This is an optimization exercise on Yosys and OpenROAD, whose aim is small area, a short achievable clock period and few clock cycles, not a production implementation.
Only simulation tests tie the RTL to the original design; equivalence was not proved.
Power figures rest on the tool's default switching activity, not on a simulated workload.

===== design/flow/design.v =====
`timescale 1ns/10ps
module LBP ( clk, reset, gray_addr, gray_req, gray_ready, gray_data, lbp_addr, lbp_valid, lbp_data, finish);
input clk;
input reset;
output reg [13:0] gray_addr;
output reg gray_req;
input gray_ready;
input [7:0] gray_data;
output reg [13:0] lbp_addr;
output reg lbp_valid;
output reg [7:0] lbp_data;
output reg finish;
reg [2:0] r;         
reg col_end;         
reg x_last;          
wire [6:0] gx = gray_addr[6:0];
wire [6:0] gy = gray_addr[13:7];
wire strip_end = col_end & x_last;
wire is_last = strip_end & (&gy);
always @(posedge clk or posedge reset) begin
    if (reset) begin
        gray_req <= 1'b0;
        finish <= 1'b0;
        lbp_valid <= 1'b0;
    end else begin
        lbp_valid <= gray_req & (|r[2:1]) & (|gx[6:1]);
        if (gray_req) begin
            if (is_last) begin
                gray_req <= 1'b0;
                finish <= 1'b1;
            end
        end else if (gray_ready & ~finish) begin
            gray_req <= 1'b1;
        end
    end
end
wire [6:0] y_step = {{4{col_end}}, {2{strip_end}}, 1'b1};
always @(posedge clk) begin
    x_last <= &gx;
    if (!gray_req) begin
        gray_addr <= 14'd0;
        r <= 3'd0;
        col_end <= 1'b0;
    end else begin
        r <= r + 3'd1;
        col_end <= (r == 3'd6);
        gray_addr[13:7] <= gy + y_step;
        if (col_end) gray_addr[6:0] <= gx + 7'd1;
    end
end
function [1:0] cmp_merge;
    input [1:0] hi, lo;
    cmp_merge = {hi[1] | (~hi[0] & lo[1]), hi[0] | (~hi[1] & lo[0])};
endfunction
function [1:0] cmp;
    input [7:0] a, b;
    reg [1:0] p0, p1, p2, p3, p4, p5, p6, p7;
    begin
        p0 = {a[0] & ~b[0], ~a[0] & b[0]};
        p1 = {a[1] & ~b[1], ~a[1] & b[1]};
        p2 = {a[2] & ~b[2], ~a[2] & b[2]};
        p3 = {a[3] & ~b[3], ~a[3] & b[3]};
        p4 = {a[4] & ~b[4], ~a[4] & b[4]};
        p5 = {a[5] & ~b[5], ~a[5] & b[5]};
        p6 = {a[6] & ~b[6], ~a[6] & b[6]};
        p7 = {a[7] & ~b[7], ~a[7] & b[7]};
        cmp = cmp_merge(cmp_merge(cmp_merge(p7, p6), cmp_merge(p5, p4)),
                        cmp_merge(cmp_merge(p3, p2), cmp_merge(p1, p0)));
    end
endfunction
reg [7:0] c1, c2, c3, c4, c5, c6, c7, c8, c9;
wire [1:0] k0 = cmp(gray_data, c9);
wire [1:0] k1 = cmp(c1, c9);
wire [1:0] k2 = cmp(c2, c9);
wire [1:0] k8 = cmp(c8, c9);
reg [8:0] d0;    
reg [7:0] d1;    
reg [6:0] d2;    
reg       d8;    
always @(posedge clk) begin
    c1 <= gray_data; c2 <= c1; c3 <= c2; c4 <= c3; c5 <= c4;
    c6 <= c5; c7 <= c6; c8 <= c7; c9 <= c8;
    d0 <= {d0[7:0], ~k0[1]};
    d1 <= {d1[6:0], ~k1[1]};
    d2 <= {d2[5:0], ~k2[1]};
    d8 <= ~k8[1];
    lbp_data <= {~k0[0], ~k8[0], d2[6], ~k1[0], d1[7], ~k2[0], d8, d0[8]};
    lbp_addr <= {gy - 7'd1, gx - 7'd1};
end
endmodule

===== design/flow/flow/run.sh =====
#!/bin/bash
# Layout flow: the standard synthesis, then the ORFS flow with port buffers, clock tree
# and timing repair chosen here (see params.sh). Each tool's output is logged in this folder.
set -euo pipefail
W=$PWD
source flow/params.sh
bash standard.sh synth > synth.log 2>&1
make -C "$FLOW_HOME" DESIGN_CONFIG="$FLOW_CONFIG" WORK_HOME="$W/orfs" CLKGATE_MAP_FILE= \
  SYNTH_SCRIPT="$W/synth_recipe.tcl" "${PARAMS[@]}" finish > layout.log 2>&1
R=$W/orfs/results/$FLOW_PLATFORM/LBP/base
: # left out here: write the final layout as DEF

===== design/flow/flow/params.sh =====
PARAMS=(
  CORE_UTILIZATION=40 CORE_MARGIN=2 CAP_MARGIN=20 SLEW_MARGIN=20
  SETUP_SLACK_MARGIN=2.5
  "BUFFER_PORTS_ARGS=-buffer_cell sky130_fd_sc_hd__buf_2"
  "CTS_ARGS=-sink_clustering_enable -repair_clock_nets -sink_clustering_size 30 -sink_clustering_max_diameter 60 -buf_list sky130_fd_sc_hd__clkbuf_8 -root_buf sky130_fd_sc_hd__clkbuf_16"
)

===== design/flow/standard.sh =====
#!/bin/bash
# synth_recipe.tcl (not shown) runs the flow's synth.tcl, then flattens the netlist and writes it again
# the make line also repeats each setting of config.mk as NAME=value (left out here)
make -C /OpenROAD-flow-scripts/flow DESIGN_CONFIG=/design/flow/config.mk WORK_HOME=/design/flow/orfs CLKGATE_MAP_FILE= SYNTH_SCRIPT=/design/flow/synth_recipe.tcl "${@:-finish}"

===== design/flow/config.mk =====
export PLATFORM = sky130hd
export DESIGN_NAME = LBP
export DESIGN_NICKNAME = LBP
export VERILOG_FILES = /design/flow/design.v
export SDC_FILE = /design/flow/constraint.sdc
export NUM_CORES = 4
export LEC_CHECK = 0
export CAP_MARGIN = 20
export CORE_MARGIN = 2
export CORE_UTILIZATION = 40
export SLEW_MARGIN = 20

===== design/flow/constraint.sdc =====
create_clock -name core_clock -period 4.0 [get_ports {clk}]
set_input_delay 0.8000 -clock core_clock [delete_from_list [all_inputs] [get_ports {clk}]]
set_output_delay 0.8000 -clock core_clock [all_outputs]
set_load 0.01 [all_outputs]

==> key figures, run 1 <==
Worst setup path
  – Req. time, crit path: about 4.3 ns
  – Arrival time worst endpoint: 2.07 ns
  – CP endpoint: lbp_data[7]$_DFF_P_
  – Reg2reg setup slack: 2.25 ns
  – Critical path, cell by cell: buf_6, nand2b_4, maj3_2, maj3_2, maj3_2, o22a_1
  – FF-to-FF path depth: 8
  – Crit Path Max Fanout: 3
  – Crit-path max cell delay: 0.30 ns
  – Startpoint types: primary input
  – Reg-to-reg endpoint: gray_addr[13]$_SDFF_PN0_
  – Worst setup EP type: register
  – RR Startpoint: col_end$_SDFF_PN0_
  – Bufs and invs on worst path: 1
  – Highest-delay cell along the critical path: maj3_2
  – Crit Path Category: primary input to register
  – CP startpoint: gray_data[0]
  – Critical path's top delay family: adder cells
  – CP Depth: 6
  – CP most frequent cell: maj3_2

Floorplan
  – # IOs: 50
  – Starting Density: 0.405
  – Die height: around 110 um
  – Die ar.: approximately 12,000 um^2
  – Core Box Area: 10,700 um^2
  – Die X: around 110 um
  – Row count: 38

Drt
  – DRC errors left: 0
  – Drt wl/cell: about 12 um
  – DR pass1 iterations: 4
  – Vias: between 2,000 and 3,000
  – Final WL: roughly 7.3 mm
  – Initial DRC Count: between 100 and 150
  – Post-route ant nets: 0
  – Vias per cell: approximately 4.6

GRT
  – Initial antenna violation count: 0
  – M2 GR Usage: 0.227
  – GR Util met1: 0.163
  – Layer with the highest usage: met2
  – Total Routing Usage GR: 0.141
  – GRT overflow: 0
  – Largest net degree at the start of global routing: 18
  – Met3 usage: 0.0494
  – Vias in the first global route: roughly 2,800
  – Global-route wire length before repair: between 10 and 15 mm

Clocking
  – CTS tree: yes
  – Max Buffers Root-to-Sink: 2
  – # hold bufs at CTS: 0
  – Clk pin slew, worst setup/hold paths: approximately 0.080 ns
  – TritonCTS sink count: 141
  – Worst-Skew Late Latency: 0.37 ns
  – Clock buffer count from CTS: 17
  – H-tree levels: 4
  – Root Buffer: clkbuf_16

Logic synthesis
  – Synth area leaders: dfxtp_1 (63%), maj3_2 (5.4%), ha_1 (2.9%)
  – Number of synthesized flops with an enable pin: 0
  – Largest area contributor in the netlist: dfxtp_1
  – Count of different cell masters after synthesis: 40
  – Sequential area share after synthesis: 0.651
  – Synth Flop Type: dfxtp_1
  – Syn Area/Cell: 11.6 um^2
  – Post-synth top area share: 0.634
  – Ys Warns: 1
  – Cells after Synth: 377
  – Asr flop ratio synth: 0.0213
  – #FFs+latches synth: about 140
  – Post-Syn Area: 4360 um^2
  – Net Count, Synth: approximately 400

Placement
  – Area after DPL: a little under 5000 um^2
  – Detail Placement HPWL: ~4.7 mm
  – Placed insts: roughly 560
  – Port bufs: between 40 and 50
  – Routability cong.: 0.764

Finish
  – N_diodes: 0
  – Share of cells above drive strength 1: 0.381
  – Layout Nets: ~480
  – Final core occ: 0.535
  – Fin cells: between 600 and 700
  – Top Registers: gray_addr x14, lbp_addr x14, d0 x9
  – Final Cell Area: between 5000 and 6000 um^2
  – Area grow syn2layout: 31.9%

Timing
  – Hold Vio Cnt, Final: 0
  – Clock Skew: 0.00869 ns
  – Fmax: 554 MHz
  – Rel. slew slack: 0.683
  – Setup TNS: 0 ns
  – Setup Viol. Count Final: 0
  – Period utilization: 0.451
  – Setup repair after global routing missed its margin: true
  – Max Transition Viols Final: 0
  – Worst-Margin Slew: approximately 0.47 ns
  – Minimum clock period: between 1.5 and 2 ns

Hold path
  – Hold Crit Class: primary input to async pin

Flow run
  – Max cap viols: 0

Pwr
  – Total Power: between 2 and 3 mW
  – Power per cell area: between 400 and 500 nW/um^2
  – LEAKAGE: 2.44 nW
  – Peak VDD IR: between 0.2 and 0.3 mV

Status
  – Status: finished clean
[cell families (layout without fill, tap and decap cells)]
| logic type | after synthesis | count (layout) | share of synthesized area |
|---|---|---|---|
| mux | 2 | 2 | 0.00460 |
| xor+xnor | 22 | 22 | 0.0442 |
| simple gates | 88 | 88 | 0.0968 |
| buf+inv | 35 | 128 | 0.0304 |
| compound gates | 53 | 53 | 0.0781 |
| fa+ha+maj | 36 | 36 | 0.0945 |
| flops | 141 | 141 | 0.651 |
[worst reg2reg max path: stages, from the launching register on]
cell and delay [ns]:
dfxtp_4 0.37, nand2_4 0.07, xnor2_2 0.13, ha_2 0.20, o211ai_1 0.21, a211oi_2 0.11, o211ai_1 0.24, a21oi_1 0.10
a31o_2 0.22
[how the worst min path moves through the flow]
| stage | to | cells after the start | from |
|---|---|---|---|
| final | finish$_DFFE_PP0P_ | 2 | reset |
| after global routing | finish$_DFFE_PP0P_ | 2 | reset |
| after CTS | finish$_DFFE_PP0P_ | 2 | reset |
| after detailed placement | c5[4]$_DFF_P_ | 0 | c4[4]$_DFF_P_ |
| after global placement | c6[1]$_DFF_P_ | 0 | c5[1]$_DFF_P_ |
| after floorplan | c4[0]$_DFF_P_ | 0 | c3[0]$_DFF_P_ |
[cell usage after synthesis (all sizes together), types with 3 or more instances]
master	number
a2111oi	6
a211oi	4
a21oi	14
a31oi	5
buf	3
clkbuf	4
dfrtp	3
dfxtp	138
ha	10
inv	26
maj3	26
nand2	17
nand2b	8
nand3	3
nand4	3
nor2	33
nor2b	8
nor3	5
o211ai	3
o21ai	14
o311ai	3
or2b	3
xnor2	12
xor2	10
[per-layer routing]
layer  wire length (um)  vias to the layer above  share of wire
met2               3500                       53           0.48
met4                155                        0          0.021
met3                318                       16          0.044
li1                   -                     1427              -
met1               3320                     1286           0.46
met5                  0                        -              0
[layout by cell type (no fill, tap or decap), types with 5 or more instances in the layout]
master,synthesis,layout
maj3_2,21,24
a21oi_1,14,14
buf_2,1,25
a2111oi_4,0,5
a31oi_1,5,5
clkbuf_8,0,17
buf_4,0,19
xor2_1,10,10
xnor2_1,12,11
dfxtp_2,0,11
nor2b_1,8,8
o21ai_0,14,12
nor2_1,33,33
inv_1,25,24
nor3_1,5,5
nand2_1,17,16
dfxtp_4,0,18
ha_1,10,8
dfxtp_1,138,109
buf_6,0,24
[area by class of cell]
cell class	instances	area [um^2]
Clock inverter	14	160
Sequential cell	141	2920
Clock buffer	18	259
Timing Repair Buffer	68	538
Tap cell	140	175
Inverter	28	105
Multi-Input combinational cell	201	1590
Fill cell	969	5000
[per-stage QoR]
step | hold slack [ns] | setup WS [ns]
2_1_floorplan | 0.310 | 1.93
3_3_place_gp | 0.309 | 1.78
3_5_place_dp | 0.312 | 1.78
4_1_cts | 0.264 | 2.22
5_1_grt | 0.269 | 2.12
6_report | 0.280 | 2.20
[repair_timing]
action,CTS,global route
setup endpoints to repair,51,50
pin swaps,14,7
buffers inserted,17,2
resized for setup,68,22
[report_power, final]
| part | switching [mW] | total (mW) | internal, mW |
|---|---|---|---|
| clock | 0.550 | 1.16 | 0.607 |
| combinational | 0.0603 | 0.126 | 0.0656 |
| sequential | 0.0335 | 1.51 | 1.47 |
| total | 0.644 | 2.79 | 2.15 |
Testbench counts, summed over its fixed seeds: cycles 172,040.
==> run 2, diff against run 1 <==
==> design/flow/flow/params.sh (replaced) <==
PARAMS=(
  CORE_UTILIZATION=40 CORE_MARGIN=2 CAP_MARGIN=20 SLEW_MARGIN=20
  SETUP_SLACK_MARGIN=2.6
  "BUFFER_PORTS_ARGS=-buffer_cell sky130_fd_sc_hd__buf_2"
  "CTS_ARGS=-sink_clustering_enable -repair_clock_nets -sink_clustering_size 40 -sink_clustering_max_diameter 150 -buf_list sky130_fd_sc_hd__clkbuf_16 -root_buf sky130_fd_sc_hd__clkbuf_16"
)
==> run 2 against run 1 <==
Still clean. Clock power increased by 33%. Combinational power increased by 4%. Non-clock buffer count rose by 2. Sequential power is essentially flat. Via count grew 0.47%. Clock-buffer cell count decreased by 1. Critical endpoint is now gray_addr[13]$_SDFF_PN0_. Highest routed layer unchanged.
==> key figures, run 2 <==
Status
  – Status: finished clean

Timing
  – Clock Skew: 0.00613 ns (-0.00256 ns)
  – Rel. slew slack: 0.718 (+0.0349)
  – Setup slack after layout: 2.24 ns (+0.0416 ns)
  – Setup TNS: 0 ns (unchanged)
  – Period utilization: 0.441 (-0.0104)
  – Hold Vio Cnt, Final: 0 (unchanged)
  – Setup repair after global routing missed its margin: true
  – Minimum clock period: 1.76 ns (-0.0416 ns)
  – Setup Viol. Count Final: 0 (unchanged)
  – Fmax: 567 MHz (+2.4%)
  – Worst-Margin Slew: 0.423 ns (-0.0503 ns)
  – Max Transition Viols Final: 0 (unchanged)

Clocking
  – Worst-Skew Late Latency: 0.41 ns (+0.04 ns)
  – TritonCTS sink count: 141 (unchanged)
  – Clock buffer count from CTS: 17 (unchanged)
  – H-tree levels: 4 (unchanged)
  – Root Buffer: clkbuf_16
  – CTS tree: yes
  – # hold bufs at CTS: 0 (unchanged)
  – Max Buffers Root-to-Sink: 2 (unchanged)
  – Clk pin slew, worst setup/hold paths: 0.06 ns (-0.02 ns)

Drt
  – Vias: 2,795 (+0.47%)
  – Top sig layer: met4
  – WL met2: 3.55 mm (+1.5%)
  – Vias per cell: 4.57 (+0.14%)
  – Drt wl/cell: 12.1 um (+1.1%)
  – Met1 WL: 3.39 mm (+2.0%)
  – Final WL: 7.39 mm (+1.4%)
  – Post-route ant nets: 0 (unchanged)
  – Met3 WL: 283 um (-11%)
  – DRC errors left: 0 (unchanged)
  – Initial DRC Count: 164 (+49%)
  – DR pass1 iterations: 5 (+1)

Placement
  – Detail Placement HPWL: 4.59 mm (-2.0%)
  – Routability cong.: 0.760 (-0.54%)
  – Port bufs: 49 (unchanged)
  – Area after DPL: 4810 um^2 (unchanged)
  – Pre-CTS setup slack: 1.77 ns (-0.00664 ns)

Worst setup path
  – Req. time, crit path: 4.30 ns (+0.03 ns)
  – Reg2reg setup slack: 2.24 ns (about the same)
  – Crit Path Max Fanout: 4 (+1)
  – Startpoint types: register
  – RR Startpoint: col_end$_SDFF_PN0_
  – Reg-to-reg endpoint: gray_addr[13]$_SDFF_PN0_
  – FF-to-FF path depth: 8 (unchanged)
  – Arrival time worst endpoint: 2.06 ns (about the same)
  – Worst setup EP type: register
  – CP startpoint: col_end$_SDFF_PN0_
  – Crit Path Category: register to register

Logic synthesis
  – Synth area leaders: dfxtp_1 (63%), maj3_2 (5.4%), ha_1 (2.9%)
  – Largest area contributor in the netlist: dfxtp_1
  – Asr flop ratio synth: 0.0213 (unchanged)
  – Synth Flop Type: dfxtp_1
  – Sequential area share after synthesis: 0.651 (unchanged)
  – Cells after Synth: 377 (unchanged)
  – Net Count, Synth: 398 (unchanged)
  – Most frequent cell after synthesis: dfxtp_1
  – #FFs+latches synth: 141 (unchanged)
  – Number of synthesized flops with an enable pin: 0 (unchanged)
  – Post-synth top area share: 0.634 (unchanged)
  – Syn Area/Cell: 11.6 um^2 (unchanged)
  – Most instantiated cells after synthesis: dfxtp_1 (138), nor2_1 (33), inv_1 (25)
  – Ys Warns: 1 (unchanged)
  – Post-Syn Area: 4360 um^2 (unchanged)
  – Count of different cell masters after synthesis: 40 (unchanged)

Pwr
  – Peak VDD IR: 0.296 mV (+10%)
  – LEAKAGE: 2.52 nW (+3.3%)
  – Power per cell area: 534 nW/um^2 (+9.9%)

Finish
  – Most frequent cells in the layout: dfxtp_1 (110), nor2_1 (30), buf_2 (27)
  – Layout Nets: 480 (+0.42%)
  – Share of cells above drive strength 1: 0.392 (+0.0111)
  – Final Cell Area: 5950 um^2 (+3.5%)
  – Layout fillers: 936 (-3.4%)
  – N_diodes: 0 (unchanged)
  – Most common cell after layout, fill and taps aside: dfxtp_1
  – Area grow syn2layout: 36.5%
  – Top Registers: gray_addr x14, lbp_addr x14, d0 x9

Floorplan
  – # IOs: 50 (unchanged)
  – Starting Density: 0.405 (unchanged)
  – Row count: 38 (unchanged)
  – Die ar.: 11,700 um^2 (unchanged)
  – Die height: 108 um (unchanged)
  – Core Box Area: 10,700 um^2 (unchanged)
  – Die X: 108 um (unchanged)

GRT
  – Vias in the first global route: 2,671 (-5.3%)
  – Initial antenna violation count: 0 (unchanged)
  – Global-route wire length before repair: 12.2 mm (-2.0%)
  – GRT overflow: 0 (unchanged)
  – Total Routing Usage GR: 0.139 (-0.00262)
  – Largest net degree at the start of global routing: 18 (unchanged)

Flow run
  – Max cap viols: 0 (unchanged)

Hold path
  – Hold Crit Class: primary input to async pin
[run 2: cell count changes in the layout (fill, tap and decap cells not counted), moves of 3 or more]
cell,delta
nor2_2,+3
nor2_1,-3
clkbuf_8,-17
clkbuf_16,+16
[run 2: worst max path at each step]
| stage | depth (start not counted) | slack (ns) | endpoint |
|---|---|---|---|
| after detailed placement | 6 | 1.77 | lbp_data[7]$_DFF_P_ |
| final | 8 | 2.24 | gray_addr[13]$_SDFF_PN0_ |
| after global routing | 8 | 2.16 | gray_addr[13]$_SDFF_PN0_ |
| after CTS | 1 | 2.23 | gray_req |
| after global placement | 6 | 1.79 | lbp_data[7]$_DFF_P_ |
| after floorplan | 5 | 1.93 | lbp_data[7]$_DFF_P_ |
[run 2: through the flow]
| step | util | std cells | power (mW) | hold slack (ns) |
|---|---|---|---|---|
| floorplan | - | 377 | 1.61 | 0.310 |
| global placement | 0.447 | 559 | 1.65 | 0.309 |
| detailed placement | 0.447 | 559 | 1.65 | 0.312 |
| CTS | 0.540 | 607 | 3.20 | 0.229 |
| global route | 0.554 | 612 | 3.30 | 0.238 |
| finish | 0.554 | 612 | 3.17 | 0.251 |
[run 2: final cells by class]
cell class,instances,area [um^2],area share
clock buffers,17,425,0.0715
clock inverters,15,165,0.0278
inverters,28,109,0.0183
multi-input cells,201,1610,0.270
flip-flops and latches,141,2920,0.491
well taps,140,175,0.0294
repair buffers,70,544,0.0915
[run 2: worst max-delay path, stage by stage (launching register included)]
cell and delay (ns):
dfxtp_4 0.37, nand2_4 0.07, xnor2_2 0.12, ha_2 0.21
o211ai_1 0.24, a211oi_2 0.12, o211ai_1 0.22, a21oi_1 0.09
a31o_2 0.21
[run 2: kinds of logic (layout without fill, tap and decap cells)]
family / after synthesis / after routing / synth area share
AO/OA/AOI/OAI: 53 / 53 / 0.0781
XOR/XNOR: 22 / 22 / 0.0442
adder cells (fa/ha/maj): 36 / 36 / 0.0945
buffers and inverters: 35 / 130 / 0.0304
flip-flops: 141 / 141 / 0.651
multiplexers: 2 / 2 / 0.00460
AND/OR/NAND/NOR: 88 / 88 / 0.0968
[run 2: repair_timing]
item,CTS,global route
gates cloned,0,0
endpoints found under the setup margin,51,55
gates resized for setup,68,27
buffers inserted,16,5
pin swaps,7,10
[run 2: power by group]
part / switching (mW) / leakage, nW / internal, mW / total [mW]
logic: 0.0641 / 1.05 / 0.0670 / 0.131
clock network: 0.610 / 0.272 / 0.926 / 1.54
registers: 0.0321 / 1.20 / 1.47 / 1.51
[run 2: metal layers]
| layer | vias up | GRT usage |
|---|---|---|
| met5 | - | 0 |
| met2 | 51 | 0.224 |
| met1 | 1294 | 0.158 |
| li1 | 1432 | - |
| met4 | 0 | 0.0824 |
| met3 | 18 | 0.0494 |
==> run 3, diff against run 2 <==
==> design/flow/flow/params.sh (replaced) <==
PARAMS=(
  CORE_UTILIZATION=40 CORE_MARGIN=2 CAP_MARGIN=20 SLEW_MARGIN=20
  SETUP_SLACK_MARGIN=2.5
  "BUFFER_PORTS_ARGS=-buffer_cell sky130_fd_sc_hd__buf_2"
  "CTS_ARGS=-repair_clock_nets -buf_list sky130_fd_sc_hd__clkbuf_16 -root_buf sky130_fd_sc_hd__clkbuf_16"
)
==> run 3 against run 2 <==
First-iteration DRC count is 12% lower. Clock skew is 0.0026 ns higher. Combinational power is 5% lower. Final cell count is 0.16% lower. Largest power group unchanged. Highest routed layer unchanged.
==> key figures, run 3 <==
Timing
  – Setup repair after global routing missed its margin: true
  – Clock Skew: 0.00875 ns (+0.00262 ns)
  – Hold Vio Cnt, Final: 0 (unchanged)
  – Minimum clock period: 1.77 ns (+0.00452 ns)
  – Worst-Margin Slew: 0.472 ns (+0.0494 ns)
  – Rel. slew slack: 0.683 (-0.0343)
  – Max Transition Viols Final: 0 (unchanged)
  – Fmax: 566 MHz (-0.26%)
  – Setup TNS: 0 ns (unchanged)
  – Setup Viol. Count Final: 0 (unchanged)
  – Setup slack after layout: 2.23 ns (-0.00452 ns)
  – Period utilization: 0.442 (+0.00113)

Worst setup path
  – Reg2reg setup slack: 2.24 ns (about the same)
  – Arrival time worst endpoint: 2.08 ns (+0.02 ns)
  – Crit-path max cell delay: 0.30 ns (-0.07 ns)
  – RR Startpoint: x_last$_DFF_P_
  – Crit Path Max Fanout: 3 (-1)
  – FF-to-FF path depth: 8 (unchanged)
  – Crit Path Category: primary input to register
  – Worst setup EP type: register
  – Critical path, cell by cell: buf_6, nand2b_4, maj3_2, maj3_2, maj3_2, o22a_1
  – Startpoint types: primary input
  – Reg-to-reg endpoint: gray_addr[13]$_SDFF_PN0_
  – Highest-delay cell along the critical path: maj3_2
  – CP most frequent cell: maj3_2
  – Req. time, crit path: 4.31 ns (about the same)

Finish
  – Top Registers: gray_addr x14, lbp_addr x14, d0 x9
  – Most frequent cells in the layout: dfxtp_1 (108), nor2_1 (33), buf_2 (25)
  – N_diodes: 0 (unchanged)
  – Share of cells above drive strength 1: 0.382 (-0.00978)
  – Layout Nets: 479 (-0.21%)
  – Final core occ: 0.550 (-0.00326)
  – Most common cell after layout, fill and taps aside: dfxtp_1
  – Area grow syn2layout: 35.7%
  – Fin cells: 611 (-0.16%)

GRT
  – Vias in the first global route: 2,783 (+4.2%)
  – Largest net degree at the start of global routing: 18 (unchanged)
  – Total Routing Usage GR: 0.139 (+0.000269)
  – Global-route wire length before repair: 12.3 mm (+1.1%)
  – Initial antenna violation count: 0 (unchanged)
  – GRT overflow: 0 (unchanged)

Logic synthesis
  – Post-synthesis simple-gate area fraction: 0.0968 (unchanged)
  – Syn Area/Cell: 11.6 um^2 (unchanged)
  – Synth Flop Type: dfxtp_1
  – Post-synthesis mux area share: 0.00460 (unchanged)
  – Sequential area share after synthesis: 0.651 (unchanged)
  – Largest area contributor in the netlist: dfxtp_1
  – Synth area leaders: dfxtp_1 (63%), maj3_2 (5.4%), ha_1 (2.9%)
  – Cells after Synth: 377 (unchanged)
  – Post-synth top area share: 0.634 (unchanged)
  – Number of synthesized flops with an enable pin: 0 (unchanged)
  – Xor/xnor share of the synthesized area: 0.0442 (unchanged)
  – Main combinational cell family by area after synthesis: simple AND/OR/NAND/NOR gates
  – Synth Area in Compound Gates: 0.0781 (unchanged)
  – Most frequent cell after synthesis: dfxtp_1
  – Count of different cell masters after synthesis: 40 (unchanged)
  – #FFs+latches synth: 141 (unchanged)
  – Post-synthesis adder-cell area fraction: 0.0945 (unchanged)
  – Ys Warns: 1 (unchanged)
  – Post-Syn Area: 4360 um^2 (unchanged)
  – Asr flop ratio synth: 0.0213 (unchanged)
  – Most instantiated cells after synthesis: dfxtp_1 (138), nor2_1 (33), inv_1 (25)
  – Net Count, Synth: 398 (unchanged)

Pwr
  – LEAKAGE: 2.52 nW (about the same)
  – Peak VDD IR: 0.277 mV (-6.5%)
  – Total Power: 3.16 mW (-0.40%)
  – Power per cell area: 535 nW/um^2 (+0.19%)

Clocking
  – Worst-Skew Late Latency: 0.41 ns (about the same)
  – Clock buffer count from CTS: 17 (unchanged)
  – TritonCTS sink count: 141 (unchanged)
  – Root Buffer: clkbuf_16
  – CTS tree: yes
  – H-tree levels: 4 (unchanged)
  – Clk pin slew, worst setup/hold paths: 0.06 ns (about the same)
  – Max Buffers Root-to-Sink: 2 (unchanged)

Drt
  – Drt wl/cell: 12.0 um (-0.85%)
  – Post-route ant nets: 0 (unchanged)
  – Final WL: 7.32 mm (-1.0%)
  – DRC errors left: 0 (unchanged)
  – Vias per cell: 4.55 (-0.48%)
  – DR pass1 iterations: 4 (-1)
  – Initial DRC Count: 145 (-12%)
  – Vias: 2,777 (-0.64%)

Flow run
  – Max cap viols: 0 (unchanged)

Floorplan
  – Row count: 38 (unchanged)
  – Die X: 108 um (unchanged)
  – Core Box Area: 10,700 um^2 (unchanged)
  – Die ar.: 11,700 um^2 (unchanged)
  – # IOs: 50 (unchanged)
  – Starting Density: 0.405 (unchanged)
  – Die height: 108 um (unchanged)

Placement
  – Detail Placement HPWL: 4.68 mm (+2.1%)
  – Port bufs: 49 (unchanged)
  – Pre-CTS setup slack: 1.78 ns (+0.00664 ns)
  – Routability cong.: 0.764 (+0.54%)
  – Placed insts: 559 (unchanged)

Status
  – Status: finished clean

Hold path
  – Hold Crit Class: primary input to async pin
## run 3: cell counts after synthesis
No cell type changed its count.
## run 3: timing repair
action                     4_1_cts  5_1_grt
hold buffers                     0        0
pin swaps                       13        7
setup endpoints to repair       50       51
gates resized for setup         69       20
setup buffers                   17        3
## run 3: worst max-delay path by stage
stage | startpoint | end | slack (ns) | cells past startpoint
finish | gray_data[0] | lbp_data[7]$_DFF_P_ | 2.23 | 6
global route | x_last$_DFF_P_ | gray_addr[13]$_SDFF_PN0_ | 2.14 | 8
CTS | gray_req$_DFF_PP0_ | gray_req | 2.24 | 1
detailed placement | gray_data[0] | lbp_data[7]$_DFF_P_ | 1.78 | 6
global placement | gray_data[0] | lbp_data[7]$_DFF_P_ | 1.78 | 6
floorplan | gray_data[0] | lbp_data[7]$_DFF_P_ | 1.93 | 5
## run 3: area by class of cell
| class | instances | area, um^2 |
|---|---|---|
| Fill cell | 950 | 4830 |
| Timing Repair Buffer | 69 | 546 |
| Multi-Input combinational cell | 201 | 1580 |
| Sequential cell | 141 | 2920 |
| Clock inverter | 15 | 164 |
| Tap cell | 140 | 175 |
| Clock buffer | 17 | 425 |
| Inverter | 28 | 105 |
## run 3: worst max-delay path: cells and delay by family
family	cells	cell delay (ns)
compound gates	1	0.18
fa+ha+maj	3	0.88
simple gates	1	0.13
buf+inv	1	0.09
## run 3: power breakdown
part	switching, mW	internal [mW]
registers	0.0333	1.48
clock network	0.603	0.926
logic	0.0593	0.0647
total	0.696	2.47
## run 3: routing by layer
layer / GRT usage / part of all wire / routed length [um] / up-vias
met5: 0 / 0 / 0 / -
met4: 0.0687 / 0.015 / 111 / 0
met3: 0.0512 / 0.042 / 310 / 12
met2: 0.226 / 0.48 / 3520 / 52
met1: 0.162 / 0.46 / 3380 / 1286
li1: - / - / - / 1427
## run 3: per-stage QoR
| step | area (um^2) | hold WS [ns] |
|---|---|---|
| after floorplan | 4410 | 0.310 |
| after global placement | 4810 | 0.309 |
| after detailed placement | 4810 | 0.312 |
| after CTS | 5800 | 0.233 |
| after global routing | 5910 | 0.238 |
| final | 5910 | 0.246 |
## run 3: cell families after synthesis
group	after synthesis
AND/OR/NAND/NOR	88
flip-flops	141
adder cells (fa/ha/maj)	36
multiplexers	2
buffers and inverters	35
XOR/XNOR	22
AO/OA/AOI/OAI	53
==> run 4, diff against run 3 <==
==> design/flow/flow/params.sh (replaced) <==
PARAMS=(
  CORE_UTILIZATION=40 CORE_MARGIN=2 CAP_MARGIN=20 SLEW_MARGIN=20
  SETUP_SLACK_MARGIN=2.5
  "BUFFER_PORTS_ARGS=-buffer_cell sky130_fd_sc_hd__buf_2"
  "CTS_ARGS=-sink_clustering_enable -repair_clock_nets -sink_clustering_size 40 -sink_clustering_max_diameter 400 -sink_clustering_levels 1 -buf_list sky130_fd_sc_hd__clkbuf_16 -root_buf sky130_fd_sc_hd__clkbuf_16"
)
==> run 4 against run 3 <==
Register-to-register slack barely moved. Global-route usage is the same. Fmax did not move. Non-clock buffer count did not move. Die area unchanged. Clock skew stayed put. Routed wire length is the same. Synthesized area unchanged. Sequential power is essentially flat. Critical endpoint unchanged. Largest cell class unchanged.
==> key figures, run 4 <==
Status
  – Status: finished clean

GRT
  – Initial antenna violation count: 0 (unchanged)
  – Total Routing Usage GR: 0.139 (unchanged)
  – M2 GR Usage: 0.226 (unchanged)
  – Met3 usage: 0.0512 (unchanged)
  – Largest net degree at the start of global routing: 18 (unchanged)
  – GR Util met1: 0.162 (unchanged)
  – Layer with the highest usage: met2
  – GRT overflow: 0 (unchanged)
  – Vias in the first global route: 2,783 (unchanged)
  – Global-route wire length before repair: 12.3 mm (unchanged)

Placement
  – Pre-CTS setup slack: 1.78 ns (unchanged)
  – Detail Placement HPWL: 4.68 mm (unchanged)
  – Routability cong.: 0.764 (unchanged)
  – Port bufs: 49 (unchanged)
  – Area after DPL: 4810 um^2 (unchanged)
  – Placed insts: 559 (unchanged)

Worst setup path
  – Crit Path Max Fanout: 3 (unchanged)
  – Highest-delay cell along the critical path: maj3_2
  – Crit-path max cell delay: 0.30 ns (about the same)
  – Bufs and invs on worst path: 1 (unchanged)
  – Critical path's top delay family: adder cells
  – Req. time, crit path: 4.31 ns (about the same)
  – Startpoint types: primary input
  – Crit Path Category: primary input to register
  – Arrival time worst endpoint: 2.08 ns (about the same)
  – CP most frequent cell: maj3_2
  – Critical path, cell by cell: buf_6, nand2b_4, maj3_2, maj3_2, maj3_2, o22a_1
  – Worst setup EP type: register

Timing
  – Clock Skew: 0.00875 ns (unchanged)
  – Fmax: 566 MHz (unchanged)
  – Setup TNS: 0 ns (unchanged)
  – Hold Vio Cnt, Final: 0 (unchanged)
  – Final hold slack: 0.246 ns (unchanged)
  – Max Transition Viols Final: 0 (unchanged)
  – Worst-Margin Slew: 0.472 ns (unchanged)
  – Period utilization: 0.442 (unchanged)
  – Rel. slew slack: 0.683 (unchanged)
  – Setup slack after layout: 2.23 ns (unchanged)
  – Setup repair after global routing missed its margin: true
  – Minimum clock period: 1.77 ns (unchanged)
  – Setup Viol. Count Final: 0 (unchanged)

Pwr
  – Sequential share of power: 0.477 (about the same)
  – Peak VDD IR: 0.277 mV (unchanged)
  – Clk pwr share: 0.484 (about the same)
  – Combinational share of power: 0.039 (about the same)
  – LEAKAGE: 2.52 nW (unchanged)
  – Internal power: 2.47 mW (unchanged)
  – Power per cell area: 535 nW/um^2 (unchanged)
  – Sw frac: 0.220 (unchanged)
  – Sw power: 0.696 mW (unchanged)

Clocking
  – Max Buffers Root-to-Sink: 2 (unchanged)
  – TritonCTS sink count: 141 (unchanged)
  – Root Buffer: clkbuf_16
  – Worst-Skew Late Latency: 0.41 ns (about the same)
  – Clock buffer count from CTS: 17 (unchanged)
  – H-tree levels: 4 (unchanged)
  – # hold bufs at CTS: 0 (unchanged)
  – CTS tree: yes
  – Clk pin slew, worst setup/hold paths: 0.06 ns (about the same)

Logic synthesis
  – Largest area contributor in the netlist: dfxtp_1
  – Most frequent cell after synthesis: dfxtp_1
  – Most instantiated cells after synthesis: dfxtp_1 (138), nor2_1 (33), inv_1 (25)
  – Asr flop ratio synth: 0.0213 (unchanged)
  – Sequential area share after synthesis: 0.651 (unchanged)
  – #FFs+latches synth: 141 (unchanged)
  – Net Count, Synth: 398 (unchanged)
  – Post-synth top area share: 0.634 (unchanged)
  – Cells after Synth: 377 (unchanged)
  – Count of different cell masters after synthesis: 40 (unchanged)
  – Post-Syn Area: 4360 um^2 (unchanged)
  – Number of synthesized flops with an enable pin: 0 (unchanged)
  – Synth Flop Type: dfxtp_1
  – Synth area leaders: dfxtp_1 (63%), maj3_2 (5.4%), ha_1 (2.9%)
  – Ys Warns: 1 (unchanged)
  – Syn Area/Cell: 11.6 um^2 (unchanged)

Drt
  – DRC errors left: 0 (unchanged)
  – Vias: 2,777 (unchanged)
  – DR pass1 iterations: 4 (unchanged)
  – Post-route ant nets: 0 (unchanged)
  – Drt wl/cell: 12.0 um (unchanged)
  – Final WL: 7.32 mm (unchanged)
  – Initial DRC Count: 145 (unchanged)
  – Vias per cell: 4.55 (unchanged)

Finish
  – N_diodes: 0 (unchanged)
  – Layout Nets: 479 (unchanged)
  – Final Cell Area: 5910 um^2 (unchanged)
  – Most frequent cells in the layout: dfxtp_1 (108), nor2_1 (33), buf_2 (25)
  – Area grow syn2layout: 35.7% (unchanged)
  – Most common cell after layout, fill and taps aside: dfxtp_1
  – Top Registers: gray_addr x14, lbp_addr x14, d0 x9
  – Share of cells above drive strength 1: 0.382 (unchanged)
  – Fin cells: 611 (unchanged)
  – Layout fillers: 950 (unchanged)

Hold path
  – Hold Crit Class: primary input to async pin

Floorplan
  – Starting Density: 0.405 (unchanged)
  – Row count: 38 (unchanged)
  – # IOs: 50 (unchanged)
  – Die X: 108 um (unchanged)
  – Die height: 108 um (unchanged)
  – Core Box Area: 10,700 um^2 (unchanged)
  – Die ar.: 11,700 um^2 (unchanged)

Flow run
  – Max cap viols: 0 (unchanged)
[run 4: cell counts after synthesis]
Identical to the previous run, type by type.
[run 4: worst paths after layout]
path | from | end | slack, ns | cells after the start
min in group core_clock | d2[2]$_DFF_P_ | d2[3]$_DFF_P_ | 0.32 | 0
max in group asynchronous | reset | gray_req$_DFF_PP0_ | 3.62 | 2
hold reg to reg | d2[2]$_DFF_P_ | d2[3]$_DFF_P_ | 0.32 | 0
hold / removal | reset | finish$_DFFE_PP0P_ | 0.25 | 2
setup / recovery | gray_data[0] | lbp_data[7]$_DFF_P_ | 2.23 | 6
setup reg to reg | x_last$_DFF_P_ | gray_addr[13]$_SDFF_PN0_ | 2.24 | 8
[run 4: area by class of cell]
class                      instances  area (um^2)  share of cell area
clock buffer                      17          425              0.0719
inverter                          28          105              0.0178
tap                              140          175              0.0296
timing repair buffer              69          546              0.0923
multi-input combinational        201         1580               0.267
clock inverter                    15          164              0.0277
sequential                       141         2920               0.494
[run 4: metal layers]
layer  vias up  part of all wire
met5         -                 0
met4         0             0.015
met3        12             0.042
met2        52              0.48
met1      1286              0.46
li1       1427                 -
[run 4: power groups by stage]
stage | registers [mW] | clock network, mW | logic [mW]
final | 1.51 | 1.53 | 0.124
after detailed placement | 1.55 | 0 | 0.106
after global placement | 1.55 | 0 | 0.103
after global routing | 1.52 | 1.64 | 0.137
after floorplan | 1.54 | 0 | 0.0721
after CTS | 1.51 | 1.56 | 0.121
[run 4: logic make-up (layout without fill, tap and decap cells)]
logic type,Yosys count,count (layout),synth area share
AND/OR/NAND/NOR,88,88,0.0968
XOR/XNOR,22,22,0.0442
multiplexers,2,2,0.00460
flip-flops,141,141,0.651
buffers and inverters,35,129,0.0304
adder cells (fa/ha/maj),36,36,0.0945
AO/OA/AOI/OAI,53,53,0.0781
[run 4: repair_timing]
action,4_1_cts,5_1_grt
buffers inserted,17,3
resized for setup,69,20
setup endpoints to repair,50,51
pin swaps,13,7
cloned,0,0
[run 4: worst register-to-register path, cell delays in order, from the launching register on]
cell and delay [ns]:
dfxtp_4 0.37, nand2_4 0.06, xnor2_2 0.13, ha_2 0.21
o211ai_1 0.21, a211oi_2 0.12, o211ai_1 0.24, a21oi_1 0.10
a31o_2 0.22
[run 4: per-stage QoR]
stage	util	total power [mW]
after floorplan	-	1.61
after global placement	0.447	1.65
after detailed placement	0.447	1.65
after CTS	0.540	3.19
after global routing	0.550	3.29
final	0.550	3.16

-- static timing again, ports no longer ideal --
Ports are ideal in the flow. The routed layouts listed here were re-timed in OpenROAD. Step 1 (the two cells are an assumption about what drives the block):
set clk [get_ports {clk}]
set_driving_cell -lib_cell sky130_fd_sc_hd__clkbuf_16 $clk
set_driving_cell -lib_cell sky130_fd_sc_hd__buf_2 [delete_from_list [all_inputs] $clk]
Step 2 times the ports against the registers' clock, not the clock port: input delays grow and output delays shrink by t, the midpoint of the rising clock arrivals with the driver on. Slacks: ideal / step 1 / step 2; pairs: ideal / step 1.
run | t (ns) | slack for setup (ns) | worst setup path after step 2 | latest minus earliest clock arrival (ns) | pins driven straight from the clock port
run 1 | 0.401 | 2.196 / 2.200 / 1.800 | input to register | 0.009 / 0.009 | 1
run 2 | 0.449 | 2.238 / 2.210 / 1.802 | input to register | 0.012 / 0.011 | 1
run 3 | 0.444 | 2.233 / 2.223 / 1.793 | input to register | 0.011 / 0.011 | 1
run 4 | 0.444 | 2.233 / 2.223 / 1.793 | input to register | 0.011 / 0.011 | 1
After both steps every run listed still meets setup and hold.
